What follows belongs to an exercise in optimizing a design on an open flow for small area, a short achievable clock period and few clock cycles; a production flow would make more cautious choices. Function was checked by simulation only, so behaviour that the tests miss may differ from the original.

## flow/design.v (module list and top-level ports; edited modules follow where they fit)
// module pixel_to_complex: 175 lines
// module mandel_step: 5195 lines
// module depth_engine: 98 lines
// module fa: 4 lines
// module ha: 4 lines
// module mandel_engine: 32 lines
module mandel_engine (
    input  logic        clk,
    input  logic        reset,
    input  logic        start,
    input  logic [10:0] x,
    input  logic [10:0] y,
    input  logic [31:0] zoom,
    input  logic [31:0] real_center,
    input  logic [31:0] imag_center,
    input  logic [9:0]  max_iter,
    input  logic        stall,
    output logic        valid,
    output logic [9:0]  depth
);
  // ...
==> flow/flow/run.sh <==
#!/bin/bash
set -euo pipefail
export SETUP_SLACK_MARGIN=7
bash standard.sh > standard.log 2>&1
==> flow/standard.sh <==
#!/bin/bash
# synth_recipe.tcl (not shown) runs the flow's synth.tcl, then flattens the netlist and writes it again
# the make line also repeats each setting of config.mk as NAME=value (left out here)
make -C /OpenROAD-flow-scripts/flow DESIGN_CONFIG=/design/flow/config.mk WORK_HOME=/design/flow/orfs CLKGATE_MAP_FILE= SYNTH_SCRIPT=/design/flow/synth_recipe.tcl "${@:-finish}"
==> flow/config.mk <==
export PLATFORM = sky130hd
export DESIGN_NAME = mandel_engine
export DESIGN_NICKNAME = mandel_engine
export VERILOG_FILES = /design/flow/design.v
export SDC_FILE = /design/flow/constraint.sdc
export NUM_CORES = 4
export LEC_CHECK = 0
export CAP_MARGIN = 20
export CORE_MARGIN = 2
export CORE_UTILIZATION = 50
export PLACE_DENSITY = 0.65
export SLEW_MARGIN = 20
export SYNTH_HIERARCHICAL = 1
export SYNTH_MINIMUM_KEEP_SIZE = 0
==> flow/constraint.sdc <==
create_clock -name core_clock -period 15.0 [get_ports {clk}]
set_input_delay 3.0000 -clock core_clock [delete_from_list [all_inputs] [get_ports {clk}]]
set_output_delay 3.0000 -clock core_clock [all_outputs]
set_load 0.01 [all_outputs]
==> summary.md, run 1 <==
| Metric | Value |
|---|---|
| Status | complete, no violations |
| Fraction of area in multi-input gates | around four fifths |
| Total CTS buffers | 28 |
| Hpwl dp | about 200 mm |
| Layout cells sized above 1 | between 6 and 7% |
| Worst Tran Pin Value | between 1000 and 1500 ps |
| Critical path endpoint | engine.im_cr[31] |
| Reg area | between 5000 and 6000 µm² |
| Hold_sp | engine.im_z[2] |
| DR pass1 iterations | 10 |
| Post-Synth XOR/XNOR Area | between 8 and 9% |
| Global placement routability congestion | 1.01 |
| Max Slew Vio Count | 0 |
| Worst Path Arrival | 8260 ps |
| Crit path capture type | register |
| CP Class | register to register |
| Worst path max stage delay | approximately 570 ps |
| Worst Hold Endpoint | engine.im_s[2] |
| Primary FF master, synth | edfxtp_1 |
| Met3 WL | roughly 34 mm |
| Area of the multi-input gates | a little over 60000 µm² |
| CTS tree | done |
| Pin count of the biggest net entering global routing | 87 |
| Critical Path RT | between 15000 and 20000 ps |
| Fin cells | approximately 9000 |
| Drt via density | roughly 6.5 |
| Ant. Diodes | 14 |
| Clock skew | around 34 ps |
| Number of flops mapped to enable cells by yosys | 128 |
| Top Metal Used | met5 |
| Clock-pin transition on the worst setup and hold timing paths | approximately 70 ps |
| Layout Nets | approximately 9200 |
| Multi-input gates | between 6000 and 7000 |
Testbench counts, summed over its fixed seeds: cycles 49,389.
==> run 2: changes to the inputs <==
==> flow/run.sh (new file) <==
#!/bin/bash
# synth_recipe.tcl (not shown) runs the flow's synth.tcl, then flattens the netlist and writes it again
# the make line also repeats each setting of config.mk as NAME=value (left out here)
make -C /OpenROAD-flow-scripts/flow DESIGN_CONFIG=/design/flow/config.mk WORK_HOME=/design/flow/orfs CLKGATE_MAP_FILE= SYNTH_SCRIPT=/design/flow/synth_recipe.tcl finish
--- a/flow/config.mk
+++ b/flow/config.mk
@@ -9,6 +9,7 @@
 export CORE_MARGIN = 2
 export CORE_UTILIZATION = 50
 export PLACE_DENSITY = 0.65
+export SETUP_SLACK_MARGIN = 5
 export SLEW_MARGIN = 20
 export SYNTH_HIERARCHICAL = 1
 export SYNTH_MINIMUM_KEEP_SIZE = 0
removed: flow/flow/run.sh
removed: flow/standard.sh
==> summary.md, run 2 <==
| Metric | Value |
|---|---|
| Status | complete, no violations |
| Pin count of the biggest net entering global routing | 87 (unchanged) |
| Crit path capture type | register |
| Placed Instance Area | slightly above 70000 µm² |
| CP Cell Sequence | buf_4, nand2_1, fa_1, fa_1, fa_1, fa_1, fa_1, fa_1, fa_1, fa_1, ha_1, a21o_1, a21o_1, a21oi_1, o211ai_1, a2111oi_0, nor2_1, nand2_1, o211ai_1, a21oi_1, xnor2_1, nand2_1, nor3_1 |
| GRT Residual Overflow | 0 |
| Detailed Route Iter0 Violations | about 6700 |
| Commonest non-fill, non-tap cell in the layout | fa_1 |
| Library cells used by synthesis | roughly 100 |
| Sink Count | between 200 and 250 |
| Worst Path Arrival | 10260 ps (+2000 ps) |
| Crit-path max FO | 43 |
| Cell depth of the worst setup path | 23 |
| Largest delay share family, worst path | adder cells |
| Hold WC Path Type | register to register |
| Die Ht | approximately 380 µm |
| Max Clock Freq | 102 MHz |
| DRC | 0 |
| Initial antenna violation count | 19 |
| Cell area after synthesis | approximately 70000 µm² |
| Fillcell total | between 10000 and 15000 |
| Fin util | between 50 and 60% |
| Area leader, netlist | fa_1 |
| RSZ-0062 raised after global routing | false |
| DR pass1 iterations | 8 (-2) |
| Sequential share of the synthesized area | under 10% |
| Area growth syn-to-layout | 4.71% |
| Number of flops mapped to enable cells by yosys | 128 (unchanged) |
| Clock skew | 29.9 ps (-3.88 ps) |
| Hpwl dp | 197 mm (unchanged) |
| Worst setup path start | engine.re_z[21] |
| Critical Path RT | 15500 ps (+170 ps) |
| Starting Density | 50.4% |
| Reg-to-reg critical path startpoint | engine.re_z[21] |
| Die W | between 300 and 400 µm |
| Critical path buffers and inverters | 1 |
| Most frequent cells in the layout | 1569 x fa_1, 1197 x nand2_1, 637 x xnor2_1 |
| Post-CTS setup repair buffer count | 0 |
| Layout cells sized above 1 | 4.58% (-2.1 points) |
| YS warnings | 8 |
| Primary FF master, synth | edfxtp_1 |
| CP Class | register to register |
| I/O Pins | ~140 |
| First-pass GRT wire length | approximately 400 mm |
| Synth cell count leaders | 1569 x fa_1, 1197 x nand2_1, 638 x xnor2_1 |
| Post-synth ARST share | 0% |
| Dominant cells by area after synthesis | fa_1 45%, xnor2_1 8.0%, ha_1 7.2%, nand2_1 6.4%, edfxtp_1 5.5% |
| Period utilisation layout | around 65% |
| Total Neg Setup Slack | 0 ps |
| Startpoint types | register |
| Final hold slack | between 400 and 500 ps |
| R2r worst-path depth | 23 |
| Worst path max stage delay | 860 ps (+290 ps) |
| Max Slew Vio Count | 0 (unchanged) |
| Root Driver | clkbuf_16 |
| CTS tree | done |
| Slowest stage cell, crit path | a2111oi_0 |
| CTS Hold Bufs | 0 |
| Worst Tran Pin Value | 1260 ps (-49.1 ps) |
| Clock-pin transition on the worst setup and hold timing paths | 60 ps (about the same) |
| Area of the multi-input gates | 60800 µm² (-0.40%) |
| FF+latch count, synth | 210 |
| Drt via density | 6.50 (-0.53%) |
| Max-cap violations | 0 |
| Reg area | 5600 µm² (-1.0%) |
| Global placement routability congestion | 1.01 (unchanged) |
| Worst r2r dst | engine.escv |
| Hold Vio Cnt, Final | 0 |
| Vias in the first global route | roughly 62000 |
| Routed WL | 269 mm |
| Post-CTS sizing | 0 |
| Gr usage total | 38.1% |
| Layout Nets | 9056 (-1.1%) |
| Most instantiated library cell after synthesis | fa_1 |
| R2r setup slk | 5240 ps |
| PortBufs | 142 |
| Synthesized area per cell | slightly below 10 µm² |
| Fin crit period | 9760 ps |
| Total number of vias | 57500 |
| Post-Syn Instances | 7244 |
| Share of Yosys cell area claimed by the top area cell type | roughly 45% |
| Worst-Skew Late Latency | 600 ps |
| Core Region | around 140000 µm² |
| Total CTS buffers | 28 (unchanged) |
| Critical path endpoint | engine.escv |
| Most common cell on crit path | fa_1 |
| Fin area | 73600 µm² |
| ANT nets after route | 0 |
| Relative slew slack | between 10% and 20% |
| Maximum root-to-sink buffer count | 3 |
| FP Rows | 137 |
| H-tree depth | 1 |
| Routed len/inst | ~30 µm |
| Final setup fails | 0 |
| Die area | around 140000 µm² |
-- run 2: final cells by class --
cell class | count | share of cell area (%)
well taps | 1876 | 3.19
multi-input cells | 6032 | 82.6
clock inverters | 12 | 0.116
repair buffers | 279 | 3.33
diodes | 2 | 0.00680
clock buffers | 40 | 1.12
flip-flops and latches | 210 | 7.60
inverters | 398 | 2.03
-- run 2: modules after synthesis, one instance, submodules excluded, excerpt --
module	times used	cell area (µm²)
mandel_step	1	22400
ha	100	12.5
fa	1567	20.0
pixel_to_complex	1	5720
depth_engine	1	9550
-- run 2: worst register-to-register path, delay by kind of cell, from the launching register on --
| family | cells | cell delay [ps] |
|---|---|---|
| adder cells (fa/ha/maj) | 9 | 4210 |
| AO/OA/AOI/OAI | 7 | 2300 |
| AND/OR/NAND/NOR | 5 | 1240 |
| buffers and inverters | 1 | 790 |
| flip-flops | 1 | 780 |
| XOR/XNOR | 1 | 340 |
-- run 2: cell families (layout without fill, tap and decap cells) --
logic type	Yosys count	in the layout	synth area share (%)
other cells	2	64	0.0107
flops	210	210	7.80
fa+ha+maj	1975	1975	51.9
buf+inv	1062	729	6.13
compound gates	1352	1352	12.9
xor+xnor	697	697	8.69
simple gates	1843	1843	11.1
mux	103	103	1.47
-- run 2: metal layers --
| layer | wire length [µm] | track usage (%) |
|---|---|---|
| met1 | 90400 | 44.7 |
| met2 | 121000 | 59.6 |
| met3 | 32100 | 10.9 |
| met4 | 25900 | 28.4 |
| met5 | 176 | 0 |
-- run 2: worst min-delay path by stage --
stage,start,endpoint,cells after the start
final,engine.im_z[2],engine.im_s[2],0
after global routing,engine.im_z[2],engine.im_s[2],0
after CTS,engine.im_z[2],engine.im_s[2],0
after detailed placement,engine.im_z[2],engine.im_s[2],0
after global placement,engine.im_z[2],engine.im_s[2],0
after floorplan,engine.re_z[15],engine.re_s[15],0
-- run 2: stage by stage --
| step | cells | setup slack (ps) |
|---|---|---|
| CTS | 8847 | 5440 |
| global placement | 8795 | 5550 |
| finish | 8849 | 5240 |
| detailed placement | 8795 | 5470 |
| floorplan | 7304 | 7530 |
| global route | 8847 | 5060 |
==> module depth_engine, before the edit <==
module depth_engine (
    input  logic        clk,
    input  logic        reset,
    input  logic        start,
    input  logic        stall,
    input  logic [9:0]  max_iter,
    input  logic [31:0] op_re_a,
    input  logic [31:0] op_re_b,
    input  logic [31:0] add_re,
    input  logic [31:0] op_im_a,
    input  logic [31:0] op_im_b,
    input  logic [31:0] add_im,
    input  logic        b_re,
    input  logic        b_im,
    output logic        valid,
    output logic [9:0]  depth
);
    logic [31:0] re_z, im_z, re_cr, im_cr;
    logic [9:0]  count;
    logic        running, map1, map2, hold;
    logic [31:0] re_next, im_next;
    logic        escaped;
    logic b_re_r, b_im_r;
    always_ff @(posedge clk) begin
        b_re_r <= b_re;
        b_im_r <= b_im;
    end
    mandel_step step (
        .re_z(re_z), .im_z(im_z), .re_c(re_cr), .im_c(im_cr),
        .corr1(~(map1 & b_re_r)), .corr2(map2 & b_im_r),
        .re_next(re_next), .im_next(im_next), .escaped(escaped)
    );
    logic escv;
    logic [31:0] re_s, im_s;
    wire periodic = running & (count != 10'd1) & (re_z == re_s) & (im_z == im_s);
    wire save     = running & ((count[2:0] == 3'd0) | (count == 10'd1));
    wire active = start | running;
    wire term   = escv | periodic | (count >= max_iter);
    always_ff @(posedge clk) begin
        if (save) begin
            re_s <= re_z;
            im_s <= im_z;
        end
    end
    always_ff @(posedge clk) begin
        if (running) begin
            re_z <= re_next;
            im_z <= im_next;
        end else if (map2) begin
            re_z <= re_cr;
            im_z <= im_next;
        end else if (map1) begin
            re_z <= op_im_a;
            im_z <= op_im_b;
        end else begin
            re_z <= op_re_a;
            im_z <= op_re_b;
        end
        if (map1) re_cr <= im_next;
        if (map2) im_cr <= im_next;
        else if (map1) im_cr <= add_im;
        else if (!running) im_cr <= add_re;
    end
    always_ff @(posedge clk) begin
        if (reset) begin
            count   <= '0;
            escv    <= 1'b0;
            running <= 1'b0;
            map1    <= 1'b0;
            map2    <= 1'b0;
            hold    <= 1'b0;
            valid   <= 1'b0;
        end else begin
            valid <= 1'b0;
            map1  <= 1'b0;
            map2  <= map1;
            if (map2) running <= 1'b1;
            escv  <= running & ~term & escaped;
            if (active) begin
                if (!escv) count <= periodic ? max_iter + 10'd1 : count + 10'd1;
                if (term) begin
                    running <= 1'b0;
                    hold    <= stall;
                    valid   <= ~stall;
                end else if (start) begin
                    map1 <= 1'b1;
                end
            end else begin
                if (hold) begin
                    hold  <= stall;
                    valid <= ~stall;
                end
                if (valid) count <= '0;
            end
        end
    end
    assign depth = count;
endmodule
==> run 3: changes to the inputs <==
--- a/flow/design.v
+++ b/flow/design.v
@@ -5406,12 +5406,27 @@
     wire save     = running & ((count[2:0] == 3'd0) | (count == 10'd1));
     wire active = start | running;
     wire term   = escv | periodic | (count >= max_iter);
+    wire fire   = active & term;        
     always_ff @(posedge clk) begin
         if (save) begin
             re_s <= re_z;
             im_s <= im_z;
         end
     end
+    logic       stall_r;
+    logic [9:0] limit1;                 
+    logic [9:0] result;
+    always_comb begin
+        if (hold || escv) result = count;
+        else if (periodic) result = limit1;
+        else result = count + 10'd1;
+    end
+    assign valid = ~reset & ~stall_r & ((running & term) | hold);
+    assign depth = result;
+    always_ff @(posedge clk) begin
+        stall_r <= stall;
+        limit1  <= max_iter + 10'd1;
+    end
     always_ff @(posedge clk) begin
         if (running) begin
             re_z <= re_next;
@@ -5439,32 +5454,22 @@
             map1    <= 1'b0;
             map2    <= 1'b0;
             hold    <= 1'b0;
-            valid   <= 1'b0;
         end else begin
-            valid <= 1'b0;
-            map1  <= 1'b0;
-            map2  <= map1;
-            if (map2) running <= 1'b1;
-            escv  <= running & ~term & escaped;
-            if (active) begin
-                if (!escv) count <= periodic ? max_iter + 10'd1 : count + 10'd1;
-                if (term) begin
-                    running <= 1'b0;
-                    hold    <= stall;
-                    valid   <= ~stall;
-                end else if (start) begin
-                    map1 <= 1'b1;
-                end
-            end else begin
-                if (hold) begin
-                    hold  <= stall;
-                    valid <= ~stall;
-                end
-                if (valid) count <= '0;
+            map1    <= start & ~term;
+            map2    <= map1;
+            running <= map2 | (running & ~term);
+            escv    <= running & ~term & escaped;
+            if (valid) begin
+                count <= '0;
+                hold  <= 1'b0;
+            end else if (fire) begin           
+                count <= result;
+                hold  <= 1'b1;
+            end else if (active) begin
+                count <= count + 10'd1;
             end
         end
     end
-    assign depth = count;
 endmodule
 module fa (input logic a, input logic b, input logic c, output logic s, output logic co);
     assign s  = a ^ b ^ c;
==> flow/flow/run.sh (new file) <==
#!/bin/bash
set -euo pipefail
export SETUP_SLACK_MARGIN=7
bash standard.sh > standard.log 2>&1
==> flow/standard.sh (new file) <==
#!/bin/bash
# synth_recipe.tcl (not shown) runs the flow's synth.tcl, then flattens the netlist and writes it again
# the make line also repeats each setting of config.mk as NAME=value (left out here)
make -C /OpenROAD-flow-scripts/flow DESIGN_CONFIG=/design/flow/config.mk WORK_HOME=/design/flow/orfs CLKGATE_MAP_FILE= SYNTH_SCRIPT=/design/flow/synth_recipe.tcl "${@:-finish}"
--- a/flow/config.mk
+++ b/flow/config.mk
@@ -7,9 +7,8 @@
 export LEC_CHECK = 0
 export CAP_MARGIN = 20
 export CORE_MARGIN = 2
-export CORE_UTILIZATION = 50
-export PLACE_DENSITY = 0.65
-export SETUP_SLACK_MARGIN = 5
+export CORE_UTILIZATION = 60
+export PLACE_DENSITY = 0.72
 export SLEW_MARGIN = 20
 export SYNTH_HIERARCHICAL = 1
 export SYNTH_MINIMUM_KEEP_SIZE = 0
removed: flow/run.sh
==> summary.md, run 3 <==
| Metric | Value |
|---|---|
| Relative slew slack | 13.5% (-1.8 points) |
| Drt via density | 6.90 (+6.1%) |
| Root Driver | clkbuf_16 |
| Hold Vio Cnt, Final | 0 (unchanged) |
| Period utilisation layout | 54.0% (-11 points) |
| Routed WL | 285 mm (+5.8%) |
| Max Slew Vio Count | 0 (unchanged) |
| R2r setup slk | 7070 ps (+1830 ps) |
| GRT Residual Overflow | 0 (unchanged) |
| Crit path capture type | primary output |
| Worst r2r dst | engine.re_z[9] |
| Total number of vias | 59800 (+4.1%) |
| Fin area | 76000 µm² (+3.3%) |
| Hold_sp | engine.limit1[0] |
| Max-cap violations | 0 (unchanged) |
| ANT nets after route | 0 (unchanged) |
| Post-Synth XOR/XNOR Area | 8.77% (+0.085 points) |
| Initial antenna violation count | 15 (-4) |
| Critical Path RT | 12000 ps (-3500 ps) |
| Die W | 347 µm (-8.4%) |
| Post-Syn Instances | 7317 (+1.0%) |
| Placed Instance Area | 72600 µm² (about the same) |
| Area growth syn-to-layout | 7.55% |
| Core Region | 117000 µm² (-16%) |
| Dominant cells by area after synthesis | fa_1 44%, xnor2_1 7.8%, ha_1 7.2%, nand2_1 6.4%, edfxtp_1 5.4% |
| Pin count of the biggest net entering global routing | 113 (+30%) |
| Post-synthesis mux area share | 1.39% (-0.087 points) |
| Fillcell total | 9343 (-26%) |
| Post-synthesis compound-gate area fraction | 12.5% (-0.44 points) |
| Layout cells sized above 1 | 6.81% (+2.2 points) |
| Cell area after synthesis | 70700 µm² (+0.59%) |
| Worst Tran Pin Value | 1290 ps (+31.1 ps) |
| Commonest non-fill, non-tap cell in the layout | fa_1 |
| Worst Path Arrival | 5090 ps (-5170 ps) |
| Sequential share of the synthesized area | 8.04% (+0.24 points) |
| YS warnings | 8 (unchanged) |
| Maximum root-to-sink buffer count | 3 (unchanged) |
| First-pass GRT wire length | 416 mm (+3.8%) |
| PortBufs | 142 (unchanged) |
| Area leader, netlist | fa_1 |
| DR pass1 iterations | 11 (+3) |
| Most instantiated library cell after synthesis | fa_1 |
| Share of Yosys cell area claimed by the top area cell type | 44.4% (-0.26 points) |
| Crit-path max FO | 24 (-44%) |
| Clock skew | 39.9 ps (+9.97 ps) |
| Hold WC Path Type | register to register |
| FF+latch count, synth | 220 (+4.8%) |
| Primary FF master, synth | edfxtp_1 |
| RSZ-0062 raised after global routing | true |
| Hpwl dp | 202 mm (+2.9%) |
| Reg-to-reg critical path startpoint | engine.re_z[11] |
| Adder-cell area share of the yosys netlist | 51.7% (-0.25 points) |
| Most frequent cells in the layout | 1565 x fa_1, 1210 x nand2_1, 623 x xnor2_1 |
| Status | complete, no violations |
| Fin crit period | 8090 ps (-1670 ps) |
| Layout Nets | 9226 (+1.9%) |
| R2r worst-path depth | 23 (unchanged) |
| Detailed Route Iter0 Violations | 7767 (+16%) |
| Die area | 121000 µm² (-16%) |
| CTS tree | done |
| Post-synth ARST share | 0% (unchanged) |
| Worst-Skew Late Latency | 660 ps (+60 ps) |
| H-tree depth | 1 (unchanged) |
| Total Neg Setup Slack | 0 ps (unchanged) |
| DRC | 0 (unchanged) |
| Final setup fails | 0 (unchanged) |
| Library cells used by synthesis | 98 (-4.9%) |
| Clock-pin transition on the worst setup and hold timing paths | 60 ps (about the same) |
| FP Rows | 125 (-8.8%) |
| Starting Density | 60.7% (+10 points) |
| Sink Count | 220 (+4.8%) |
| Vias in the first global route | 63800 (+2.7%) |
| Gr usage total | 47.3% (+9.1 points) |
| CP Class | register to primary output |
| Area of the multi-input gates | 61400 µm² (+0.94%) |
| Die Ht | 347 µm (-8.4%) |
| Startpoint types | register |
| Total CTS buffers | 31 (+11%) |
| Reg area | 5870 µm² (+4.9%) |
| Synth cell count leaders | 1569 x fa_1, 1214 x nand2_1, 632 x xnor2_1 |
| Main combinational cell family by area after synthesis | adder cells |
| Global placement routability congestion | 1.06 (+5.6%) |
| Synthesized area per cell | 9.66 µm² (-0.41%) |
| I/O Pins | 143 (unchanged) |
| Fin util | 65.3% (+13 points) |
| Critical path endpoint | depth[2] |
| Number of flops mapped to enable cells by yosys | 128 (unchanged) |
| Worst setup path start | engine.im_z[15] |
| Max Clock Freq | 124 MHz (+21%) |
| Routed len/inst | 32.9 µm (+7.9%) |
| Simple-gate area share of the yosys netlist | 11.6% (+0.52 points) |
[run 3: cell count changes after synthesis, sizes merged, moves of 13 or more]
cell and change:
o21ai -17, nand4 +13, a21oi +25, xor2 +17, clkbuf +13, nor2b -15
nand2b +22, nand2 +16
[run 3: metrics by stage]
step | setup slack [ps] | hold slack, ps | std cells
final | 6910 | 576 | 8678
after CTS | 6810 | 564 | 8599
after global routing | 6830 | 588 | 8671
after detailed placement | 5290 | 550 | 8510
after global placement | 5390 | 545 | 8510
after floorplan | 7270 | 443 | 7377
[run 3: layout make-up]
class | count | share of cell area [%]
antenna | 13 | 0.0428
clock buffer | 35 | 1.05
clock inverter | 23 | 0.280
inverter | 398 | 2.04
multi-input combinational | 6094 | 80.7
sequential | 220 | 7.72
tap | 1524 | 2.51
timing repair buffer | 371 | 5.65
[run 3: what timing repair did]
action	4_1_cts	5_1_grt
pin swaps	3	12
resized for setup	158	176
cloned	1	10
setup endpoints to repair	87	100
buffers inserted	30	55
hold buffers	0	0
[run 3: worst min path at each step]
stage               cells after the start               to  slack (ps)
floorplan                               0  engine.re_s[15]         440
global placement                        2      engine.hold         550
detailed placement                      2  engine.count[0]         550
CTS                                     2      engine.hold         560
global route                            2  engine.count[0]         590
finish                                  2  engine.count[0]         580
[run 3: metal layers]
layer | vias up | global-route usage, % | wire [µm] | share of wire, %
met5 | - | 0.520 | 167 | 0.059
met4 | 8 | 40.7 | 33500 | 12
met3 | 1559 | 15.7 | 37800 | 13
met2 | 4779 | 71.2 | 123000 | 43
met1 | 29800 | 54.3 | 90500 | 32
li1 | 23700 | - | - | -
[run 3: worst max-delay path, cell delays in order, from the launching register on]
cell	delay, ps
dfxtp_4	620
buf_4	580
xnor2_1	210
nand4_1	150
nor4_1	730
nand4_1	550
nor2_4	530
nor3_1	100
nor3_1	340
inv_1	110
clkdlybuf4s50_1	490
[run 3: kinds of logic (layout without fill, tap and decap cells)]
kind of cell / after synthesis / in the layout
adders and majority gates: 1978 / 1978
and+or+nand+nor: 1920 / 1920
AOI/OAI and AO/OA: 1328 / 1328
buffers and inverters: 1063 / 827
xor gates and xnor gates: 708 / 708
DFF: 220 / 220
muxes: 98 / 98
other: 2 / 75
[run 3: Yosys stat by module (local to each module, per instance), excerpt]
| module | cells | area (µm²) | copies in the design |
|---|---|---|---|
| depth_engine | 967 | 10300 | 1 |
| ha | 1 | 12.5 | 100 |
| fa | 1 | 20.0 | 1567 |
| mandel_step | 3826 | 22400 | 1 |
| pixel_to_complex | 857 | 5400 | 1 |
Testbench counts of run 3, summed over its fixed seeds: cycles 48,109.
==> run 4: changes to the inputs <==
--- a/flow/config.mk
+++ b/flow/config.mk
@@ -7,8 +7,8 @@
 export LEC_CHECK = 0
 export CAP_MARGIN = 20
 export CORE_MARGIN = 2
-export CORE_UTILIZATION = 60
-export PLACE_DENSITY = 0.72
+export CORE_UTILIZATION = 50
+export PLACE_DENSITY = 0.65
 export SLEW_MARGIN = 20
 export SYNTH_HIERARCHICAL = 1
 export SYNTH_MINIMUM_KEEP_SIZE = 0
==> summary.md, run 4 <==
| Metric | Value |
|---|---|
| Die Ht | 380 µm (+9.4%) |
| Routed len/inst | 31.8 µm (-3.3%) |
| Fillcell total | 12500 (+34%) |
| Area growth syn-to-layout | 7.81% |
| CP Class | register to register |
| Cell area after synthesis | 70700 µm² (unchanged) |
| Synthesized area per cell | 9.66 µm² (unchanged) |
| Global placement routability congestion | 0.982 (-7.6%) |
| Hold Vio Cnt, Final | 0 (unchanged) |
| FF+latch count, synth | 220 (unchanged) |
| Slowest stage cell, crit path | fa_1 |
| Area of the multi-input gates | 61300 µm² (about the same) |
| Sink Count | 220 (unchanged) |
| Period utilisation layout | 52.8% (-1.1 points) |
| H-tree depth | 1 (unchanged) |
| Worst Tran Pin Value | 1190 ps (-98.6 ps) |
| FP Rows | 137 (+9.6%) |
| PortBufs | 142 (unchanged) |
| Most instantiated library cell after synthesis | fa_1 |
| Clock-pin transition on the worst setup and hold timing paths | 70 ps (about the same) |
| Starting Density | 50.5% (-10 points) |
| Largest delay share family, worst path | adder cells |
| Most frequent cells in the layout | 1567 x fa_1, 1212 x nand2_1, 628 x xnor2_1 |
| Layout Nets | 9214 (-0.13%) |
| Number of flops mapped to enable cells by yosys | 128 (unchanged) |
| Total Neg Setup Slack | 0 ps (unchanged) |
| Initial antenna violation count | 18 (+3) |
| YS warnings | 8 (unchanged) |
| Max-cap violations | 0 (unchanged) |
| Adder-cell area share of the yosys netlist | 51.7% (unchanged) |
| Fin crit period | 7930 ps (-167 ps) |
| Commonest non-fill, non-tap cell in the layout | fa_1 |
| Critical path buffers and inverters | 3 (unchanged) |
| Main combinational cell family by area after synthesis | adder cells |
| Total number of vias | 59800 (-0.13%) |
| Worst Path Arrival | 8250 ps (+3160 ps) |
| Sequential share of the synthesized area | 8.04% (unchanged) |
| Max Slew Vio Count | 0 (unchanged) |
| Final hold slack | 493 ps (-83.5 ps) |
| CTS Hold Bufs | 0 (unchanged) |
| Relative slew slack | 19.8% (+6.3 points) |
| CTS tree | done |
| Share of Yosys cell area claimed by the top area cell type | 44.4% (unchanged) |
| Post-synthesis mux area share | 1.39% (unchanged) |
| Crit path capture type | register |
| Vias in the first global route | 64200 (+0.73%) |
| Post-Synth XOR/XNOR Area | 8.77% (unchanged) |
| Placed cells | 8871 (+4.2%) |
| RSZ-0062 raised after global routing | false |
| Die W | 380 µm (+9.4%) |
| Post-synthesis compound-gate area fraction | 12.5% (unchanged) |
| Critical Path RT | 15320 ps (+3320 ps) |
| Die area | 144000 µm² (+20%) |
| Max Clock Freq | 126 MHz (+2.1%) |
| Worst-Skew Late Latency | 620 ps (-40 ps) |
| DR pass1 iterations | 10 (-1) |
| ANT nets after route | 0 (unchanged) |
| Simple-gate area share of the yosys netlist | 11.6% (unchanged) |
| Area leader, netlist | fa_1 |
| Most common cell on crit path | fa_1 |
| Library cells used by synthesis | 98 (unchanged) |
| Final setup fails | 0 (unchanged) |
| Fin area | 76200 µm² (+0.24%) |
| Pin count of the biggest net entering global routing | 74 (-35%) |
| Drt via density | 6.63 (-3.8%) |
| Post-Syn Instances | 7317 (unchanged) |
| GRT Residual Overflow | 0 (unchanged) |
| Layout cells sized above 1 | 6.55% (-0.25 points) |
| Detailed Route Iter0 Violations | 7294 (-6.1%) |
| Root Driver | clkbuf_16 |
| Maximum root-to-sink buffer count | 3 (unchanged) |
| Routed WL | 286 mm (+0.42%) |
| Startpoint types | register |
| Clock skew | 18.1 ps (-21.8 ps) |
| Placed Instance Area | 73100 µm² (+0.69%) |
| Synth cell count leaders | 1569 x fa_1, 1214 x nand2_1, 632 x xnor2_1 |
| Hpwl dp | 201 mm (-0.81%) |
| Primary FF master, synth | edfxtp_1 |
| I/O Pins | 143 (unchanged) |
| Core Region | 140000 µm² (+20%) |
| DRC | 0 (unchanged) |
| Hold WC Path Type | register to register |
| Total CTS buffers | 30 (-3.2%) |
| Crit-path max FO | 32 (+33%) |
| Worst path max stage delay | 540 ps (-190 ps) |
| Post-synth ARST share | 0% (unchanged) |
| Reg area | 5850 µm² (-0.36%) |
| Dominant cells by area after synthesis | fa_1 44%, xnor2_1 7.8%, ha_1 7.2%, nand2_1 6.4%, edfxtp_1 5.4% |
| Status | complete, no violations |
| Gr usage total | 39.5% (-7.8 points) |
| First-pass GRT wire length | 422 mm (+1.3%) |
| Fin cells | 9012 (+3.8%) |
run 4: cell types whose count changed in the layout (fill, tap and decap cells not counted), sizes merged:
cell / previous run / this run
clkdlybuf4s15: 2 / 0
dlygate4sd2: 5 / 4
clkinv: 11 / 5
bufinv: 2 / 3
clkdlybuf4s50: 131 / 135
inv: 388 / 386
buf: 216 / 209
clkbuf: 50 / 47
dlymetal6s2s: 1 / 2
clkinvlp: 20 / 22
diode: 13 / 8
run 4: area by class of cell:
type / count / share of cell area, %
multi-input cells: 6094 / 80.5
clock buffers: 38 / 1.09
repair buffers: 360 / 5.36
well taps: 1876 / 3.08
diodes: 8 / 0.0263
clock inverters: 18 / 0.269
flip-flops and latches: 220 / 7.67
inverters: 398 / 2.04
run 4: repair_timing:
action,4_1_cts,5_1_grt
pin swaps,1,9
gates cloned,1,6
buffers inserted,16,54
resized for setup,158,134
endpoints found under the setup margin,113,83
run 4: routing by layer:
metal / routed length (µm) / vias up / share of wire, % / GRT usage (%)
met4: 28100 / 18 / 9.8 / 28.7
met5: 115 / - / 0.040 / 0
met1: 97000 / 29900 / 34 / 47.1
met2: 124000 / 4659 / 43 / 60.2
li1: - / 23700 / - / -
met3: 37300 / 1496 / 13 / 12.6
run 4: per-module statistics from Yosys, one instance, submodules excluded, a selection:
module            flops+latches  cell area [µm²]
fa                            0             20.0
ha                            0             12.5
depth_engine                220            10300
pixel_to_complex              0             5400
mandel_step                   0            22400
run 4: logic make-up after synthesis:
family / count (synthesis)
muxes: 98
buffers and inverters: 1063
and+or+nand+nor: 1920
AOI/OAI and AO/OA: 1328
xor gates and xnor gates: 708
adders and majority gates: 1978
DFF: 220
other: 2
run 4: stage by stage:
stage          utilization (%)  worst slack [ps]
5_1_grt                   54.5              6940
3_3_place_gp              52.3              6050
3_5_place_dp              52.3              5940
2_1_floorplan                -              7270
6_report                  54.5              7070
4_1_cts                   53.7              7000
run 4: path summary, 6_finish.rpt:
| path | start | slack (ps) | end | depth (start not counted) |
|---|---|---|---|---|
| setup reg to reg | engine.im_z[13] | 7070 | engine.im_cr[18] | 26 |
| setup / recovery | engine.im_z[13] | 7070 | engine.im_cr[18] | 26 |
| hold reg to reg | engine.re_z[6] | 490 | engine.re_s[6] | 0 |
| hold / removal | engine.re_z[6] | 490 | engine.re_s[6] | 0 |
==> run 5: changes to the inputs <==
--- a/flow/config.mk
+++ b/flow/config.mk
@@ -5,6 +5,7 @@
 export SDC_FILE = /design/flow/constraint.sdc
 export NUM_CORES = 4
 export LEC_CHECK = 0
+export ABC_AREA = 1
 export CAP_MARGIN = 20
 export CORE_MARGIN = 2
 export CORE_UTILIZATION = 50
==> summary.md, run 5 <==
| Metric | Value |
|---|---|
| H-tree depth | 1 (unchanged) |
| Maximum root-to-sink buffer count | 3 (unchanged) |
| Fin area | 79200 µm² (+3.9%) |
| Total number of vias | 67800 (+13%) |
| Hold Vio Cnt, Final | 0 (unchanged) |
| GRT Residual Overflow | 0 (unchanged) |
| Layout cells sized above 1 | 3.63% (-2.9 points) |
| Gr usage total | 39.7% (+0.24 points) |
| FF+latch count, synth | 220 (unchanged) |
| Period utilisation layout | 52.0% (-0.84 points) |
| Most common cell on crit path | fa_1 |
| Fin crit period | 7800 ps (-126 ps) |
| ANT nets after route | 0 (unchanged) |
| Sequential share of the synthesized area | 7.55% (-0.49 points) |
| Hold_sp | engine.hold |
| Worst Tran Pin Value | 1200 ps (+1.80 ps) |
| RSZ-0062 raised after global routing | false |
| Root Driver | clkbuf_16 |
| Share of Yosys cell area claimed by the top area cell type | 41.7% (-2.7 points) |
| Worst-Skew Late Latency | 640 ps (+20 ps) |
| Hold Crit Depth | 2 (+2) |
| Crit-path max FO | 46 (+44%) |
| PortBufs | 142 (unchanged) |
| Vias in the first global route | 70000 (+9.0%) |
| Area leader, netlist | fa_1 |
| Clock skew | 51.9 ps (+33.8 ps) |
| Final WS setup | 7200 ps (+126 ps) |
| Critical Path RT | 15330 ps (about the same) |
| Drt via density | 6.15 (-7.2%) |
| Die area | 154000 µm² (+6.4%) |
| First-pass GRT wire length | 450 mm (+6.6%) |
| FP Rows | 142 (+3.6%) |
| Library cells used by synthesis | 57 (-42%) |
| Post-synth ARST share | 0% (unchanged) |
| Startpoint types | register |
| Fin util | 52.9% (-1.6 points) |
| Pre-CTS setup slack | 6350 ps (+409 ps) |
| Max Slew Vio Count | 0 (unchanged) |
| CP Class | register to register |
| Reg-to-reg critical path startpoint | engine.im_z[15] |
| Detailed Route Iter0 Violations | 7957 (+9.1%) |
| Crit path capture type | register |
| Fillcell total | 14300 (+14%) |
| Most instantiated library cell after synthesis | nand2_1 |
| Core Region | 150000 µm² (+7.0%) |
| Starting Density | 50.3% (-0.23 points) |
| Number of flops mapped to enable cells by yosys | 128 (unchanged) |
| Max-cap violations | 0 (unchanged) |
| Post-Syn Instances | 9186 (+26%) |
| Synth cell count leaders | 2317 x nand2_1, 1569 x fa_1, 1031 x inv_1 |
| Global placement routability congestion | 1.02 (+4.2%) |
| CTS tree | done |
| Total Neg Setup Slack | 0 ps (unchanged) |
| CP Cell Sequence | buf_8, ha_1, inv_1, buf_4, o22ai_1, xor2_1, fa_1, fa_1, fa_1, fa_1, fa_1, fa_1, ha_1, nand2_1, nor2_1, inv_1, nor2_1, nand2_1, nor4_1, nand2_1, nand3_1, nand2_1, nor2_1, a21oi_1 |
| Initial antenna violation count | 10 (-8) |
| Max Clock Freq | 128 MHz (+1.6%) |
| Commonest non-fill, non-tap cell in the layout | nand2_1 |
| DR pass1 iterations | 8 (-2) |
| Total CTS buffers | 29 (-3.3%) |
| Worst path max stage delay | 680 ps (+140 ps) |
| Dominant cells by area after synthesis | fa_1 42%, nand2_1 12%, xor2_1 6.9%, ha_1 6.8%, inv_1 5.1% |
| Clock-pin transition on the worst setup and hold timing paths | 90 ps (+20 ps) |
| Hold WC Path Type | register to register |
| Relative slew slack | 20.1% (+0.34 points) |
| Final setup fails | 0 (unchanged) |
| Die Ht | 392 µm (+3.1%) |
| Pin count of the biggest net entering global routing | 129 (+74%) |
| CTS Hold Bufs | 0 (unchanged) |
| Status | complete, no violations |
| Hpwl dp | 228 mm (+14%) |
| Cell area after synthesis | 75300 µm² (+6.5%) |
| YS warnings | 8 (unchanged) |
| Slowest stage cell, crit path | dfxtp_4 |
| Worst Path Arrival | 8130 ps (-120 ps) |
| Sink Count | 220 (unchanged) |
| Worst r2r dst | engine.im_cr[20] |
| DRC | 0 (unchanged) |
| Layout Nets | 11100 (+20%) |
| Routed len/inst | 27.5 µm (-13%) |
| Most frequent cells in the layout | 2313 x nand2_1, 1569 x fa_1, 1021 x inv_1 |
| Area growth syn-to-layout | 5.20% |
| Synthesized area per cell | 8.19 µm² (-15%) |
| R2r worst-path depth | 24 (-7.7%) |
| Worst Hold Endpoint | engine.hold |
| Die W | 392 µm (+3.1%) |
| Placed Instance Area | 78000 µm² (+6.6%) |
| Routed WL | 304 mm (+6.0%) |
| I/O Pins | 143 (unchanged) |
| R2r setup slk | 7200 ps (+130 ps) |
| Primary FF master, synth | edfxtp_1 |
-- run 5: worst max-delay path: cells and delay by family (launching register included) --
kind                     cells  cell delay, ps
flip-flops                   1             680
adder cells (fa/ha/maj)      8            3680
AND/OR/NAND/NOR              9            1540
AO/OA/AOI/OAI                2             260
XOR/XNOR                     1             210
buffers and inverters        4            1070
-- run 5: modules after synthesis, one instance, submodules excluded, excerpt --
module,cells inside,flip-flops and latches
mandel_step,5090,0
depth_engine,1225,220
pixel_to_complex,1204,0
fa,1,0
ha,1,0
-- run 5: final cells by class --
type	count	area, µm²	area share (%)
Antenna cell	8	20.0	0.0253
Clock buffer	33	741	0.935
Clock inverter	21	256	0.324
Inverter	1058	3980	5.02
Multi-Input combinational cell	7371	63200	79.9
Sequential cell	220	5760	7.28
Tap cell	2016	2520	3.19
Timing Repair Buffer	293	2660	3.35
-- run 5: logic make-up after synthesis --
logic type	after synthesis	share of synthesized area [%]
AO/OA/AOI/OAI	1316	9.99
other	2	0.00998
adder cells (fa/ha/maj)	1978	48.5
AND/OR/NAND/NOR	3413	18.1
flip-flops	220	7.55
XOR/XNOR	602	7.01
buffers and inverters	1655	8.82
-- run 5: worst max-delay path by stage --
stage                                from                to  slack (ps)
after floorplan               max_iter[1]             valid        7790
after global placement        max_iter[3]             valid        6310
after detailed placement      max_iter[3]             valid        6350
after CTS                     max_iter[1]             valid        7030
after global routing      engine.im_z[15]   engine.im_z[20]        7000
final                     engine.im_z[15]  engine.im_cr[20]        7200
-- run 5: repair_timing --
action | in CTS | in global routing
endpoints found under the setup margin | 8 | 50
gates resized for setup | 16 | 21
pin swaps | 3 | 1
setup buffers | 3 | 4
-- run 5: layer usage --
metal  vias up  wire length [µm]  GRT usage [%]
met5         -               120              0
met4        12             21600           22.5
met3      1162             36700           11.2
met2      4578            133000           60.4
met1     33600            113000           51.0
li1      28400                 -              -
-- run 5: through the flow --
stage	instances	hold slack (ps)
detailed placement	11000	469
CTS	11000	478
floorplan	9246	440
finish	11000	473
global route	11000	508
global placement	11000	465
==> run 6: changes to the inputs <==
==> flow/flow/run.sh (replaced) <==
#!/bin/bash
set -euo pipefail
export SETUP_SLACK_MARGIN=8
bash standard.sh > standard.log 2>&1
==> summary.md, run 6 <==
| Metric | Value |
|---|---|
| Status | complete, no violations |
| Hpwl dp | 227 mm (-0.84%) |
| Number of flops mapped to enable cells by yosys | 128 (unchanged) |
| Final setup fails | 0 (unchanged) |
| Worst Path Arrival | 4480 ps (-3650 ps) |
| PortBufs | 142 (unchanged) |
| Gr usage total | 41.3% (+1.5 points) |
| Max-cap violations | 0 (unchanged) |
| Synthesized area per cell | 8.19 µm² (unchanged) |
| Clock-pin transition on the worst setup and hold timing paths | 70 ps (-20 ps) |
| Core Region | 150000 µm² (unchanged) |
| Vias in the first global route | 71800 (+2.6%) |
| Critical Path RT | 12000 ps (-3330 ps) |
| Library cells used by synthesis | 57 (unchanged) |
| FP Rows | 142 (unchanged) |
| CTS tree | done |
| Period utilisation layout | 49.9% (-2.1 points) |
| Most frequent cells in the layout | 2290 x nand2_1, 1558 x fa_1, 1003 x inv_1 |
| Total Neg Setup Slack | 0 ps (unchanged) |
| Routed len/inst | 28.8 µm (+4.5%) |
| Routed WL | 320 mm (+5.3%) |
| Root Driver | clkbuf_16 |
| Final WS setup | 7520 ps (+322 ps) |
| Clock skew | 48.2 ps (-3.69 ps) |
| Initial antenna violation count | 11 (+1) |
| Relative slew slack | 17.1% (-3.0 points) |
| Primary FF master, synth | edfxtp_1 |
| CP Class | input port to primary output |
| Pre-CTS setup slack | 6250 ps (-94.5 ps) |
| DRC | 0 (unchanged) |
| Area growth syn-to-layout | 9.49% |
| Detailed Route Iter0 Violations | 9081 (+14%) |
| Share of Yosys cell area claimed by the top area cell type | 41.7% (unchanged) |
| Global placement routability congestion | 1.06 (+3.4%) |
| Crit-path max FO | 2 (-96%) |
| Sequential share of the synthesized area | 7.55% (unchanged) |
| Fin area | 82400 µm² (+4.1%) |
| DR pass1 iterations | 17 (+9) |
| Total CTS buffers | 30 (+3.4%) |
| Fin cells | 11100 (+0.83%) |
| Most instantiated library cell after synthesis | nand2_1 |
| ANT nets after route | 0 (unchanged) |
| I/O Pins | 143 (unchanged) |
| Area leader, netlist | fa_1 |
| R2r setup slk | 7990 ps (+790 ps) |
| Final hold slack | 556 ps (+83.5 ps) |
| Max Slew Vio Count | 0 (unchanged) |
| Max Clock Freq | 134 MHz (+4.3%) |
| Top Metal Used | met5 |
| CTS Hold Bufs | 0 (unchanged) |
| Met3 WL | 44.7 mm (+22%) |
| FF+latch count, synth | 220 (unchanged) |
| Placed cells | 10900 (-0.073%) |
| Fin crit period | 7480 ps (-322 ps) |
| Layout Nets | 11200 (+0.80%) |
| Starting Density | 50.3% (unchanged) |
| Layout cells sized above 1 | 6.67% (+3.0 points) |
| Worst Tran Pin Value | 1240 ps (+42.2 ps) |
| Maximum root-to-sink buffer count | 3 (unchanged) |
| Placed Instance Area | 78000 µm² (about the same) |
| Die area | 154000 µm² (unchanged) |
| Commonest non-fill, non-tap cell in the layout | nand2_1 |
| Hold Vio Cnt, Final | 0 (unchanged) |
| Sink Count | 220 (unchanged) |
| Crit path capture type | primary output |
| YS warnings | 8 (unchanged) |
| Fin util | 55.1% (+2.2 points) |
| Total number of vias | 69800 (+2.9%) |
| Post-synth ARST share | 0% (unchanged) |
| Hold WC Path Type | register to register |
| Die Ht | 392 µm (unchanged) |
| RSZ-0062 raised after global routing | true |
| Routed met1 length | 113 mm (+0.63%) |
| H-tree depth | 1 (unchanged) |
| Die W | 392 µm (unchanged) |
| Cell area after synthesis | 75300 µm² (unchanged) |
| Synth cell count leaders | 2317 x nand2_1, 1569 x fa_1, 1031 x inv_1 |
| Post-Syn Instances | 9186 (unchanged) |
| First-pass GRT wire length | 464 mm (+3.1%) |
| Dominant cells by area after synthesis | fa_1 42%, nand2_1 12%, xor2_1 6.9%, ha_1 6.8%, inv_1 5.1% |
| GRT Residual Overflow | 0 (unchanged) |
| Worst-Skew Late Latency | 680 ps (+40 ps) |
| Startpoint types | input port |
| Pin count of the biggest net entering global routing | 72 (-44%) |
| Routed wl met2 | 134 mm (+0.77%) |
| Drt via density | 6.28 (+2.1%) |
## run 6: cell types whose count changed in the layout (fill, tap and decap cells not counted), sizes merged
cell           delta
buf              +69
clkbuf           +18
clkdlybuf4s50     -7
clkinvlp          +7
nand2             +5
inv               -4
bufbuf            +3
clkinv            -3
dlygate4sd2       +3
dlymetal6s2s      -2
clkdlybuf4s15     +1
diode             +1
## run 6: layout make-up
cell class              instances  area (µm²)
inverters                    1058        4050
clock inverters                21         274
clock buffers                  35         811
multi-input cells            7376       64100
well taps                    2016        2520
repair buffers                376        4790
flip-flops and latches        220        5800
fillers                     13900       67200
diodes                          9        22.5
## run 6: worst max-delay path: stages
cell	delay, ps
dlygate4sd2_1	220
inv_1	50
ha_1	300
a211o_1	300
inv_2	90
nand3_4	120
nand2_4	100
nand2_4	50
nand2_4	80
nor2_4	30
buf_6	120
## run 6: repair_timing
item	4_1_cts	5_1_grt
setup buffers	49	34
cloned	7	13
pin swaps	18	29
resized for setup	251	324
setup endpoints to repair	139	135
## run 6: cells by family after synthesis
group | count (synthesis) | synth area share [%]
other cells | 2 | 0.00998
xor+xnor | 602 | 7.01
flops | 220 | 7.55
simple gates | 3413 | 18.1
compound gates | 1316 | 9.99
fa+ha+maj | 1978 | 48.5
buf+inv | 1655 | 8.82
## run 6: Yosys stat by module, one instance, submodules excluded, a selection
| module | cell area [µm²] | times used | flops+latches | cells |
|---|---|---|---|---|
| pixel_to_complex | 6310 | 1 | 0 | 1204 |
| ha | 12.5 | 100 | 0 | 1 |
| mandel_step | 26000 | 1 | 0 | 5090 |
| fa | 20.0 | 1567 | 0 | 1 |
| depth_engine | 10400 | 1 | 220 | 1225 |
## run 6: final timing paths
path / start / end / cells after the start
worst max-delay path: max_iter[9] / valid / 11
worst min-delay path: engine.hold / engine.hold / 2
worst max register to register: engine.im_z[7] / engine.re_z[16] / 24
worst min register to register: engine.hold / engine.hold / 2
## run 6: routing by layer
layer | vias up | track usage [%]
met2 | 5327 | 59.9
met4 | 14 | 28.4
met5 | - | 0.383
met3 | 1476 | 14.2
met1 | 34300 | 51.8
li1 | 28600 | -

## afterwards: timing with drivers on the ports
The flow's constraints put no driver on any port. The routed layouts listed below were extracted and timed again, unchanged, in two steps. Step 1 sets driving cells, clkbuf_16 on the clock port and buf_2 on the other inputs (assumed; they add their load-dependent delay and slew). Step 2 moves the port delays by t, midway between the first and last clock arrival at a register: inputs arrive t later, outputs are due t later. That takes back most of the time a late clock gives input paths. Three values: no drivers, after step 1, after step 2; two values: the first two.
run | t, ns | setup slack, ns | hold slack, ns | latest minus earliest clock arrival (ns) | slew at the worst register clock pin (ns)
run 1 | 0.669 | 7.070 / 7.070 / 6.909 | 0.502 / 0.502 / 0.502 | 0.034 / 0.033 | 0.07 / 0.07
run 2 | 0.653 | 5.237 / 5.237 / 5.237 | 0.438 / 0.438 / 0.438 | 0.030 / 0.030 | 0.07 / 0.07
run 3 | 0.722 | 6.907 / 6.828 / 6.573 | 0.576 / 0.576 / 0.576 | 0.041 / 0.040 | 0.07 / 0.07
run 4 | 0.675 | 7.075 / 7.075 / 6.604 | 0.493 / 0.493 / 0.493 | 0.018 / 0.018 | 0.07 / 0.07
run 5 | 0.699 | 7.200 / 7.188 / 7.188 | 0.473 / 0.473 / 0.473 | 0.052 / 0.052 | 0.09 / 0.09
run 6 | 0.742 | 7.522 / 7.488 / 7.371 | 0.556 / 0.556 / 0.556 | 0.048 / 0.049 | 0.09 / 0.09
After both steps setup and hold are still met in every run listed. For run 4, which loses most, drivers alone change the setup slack by 0.000 ns; drivers and shift together by -0.471 ns.
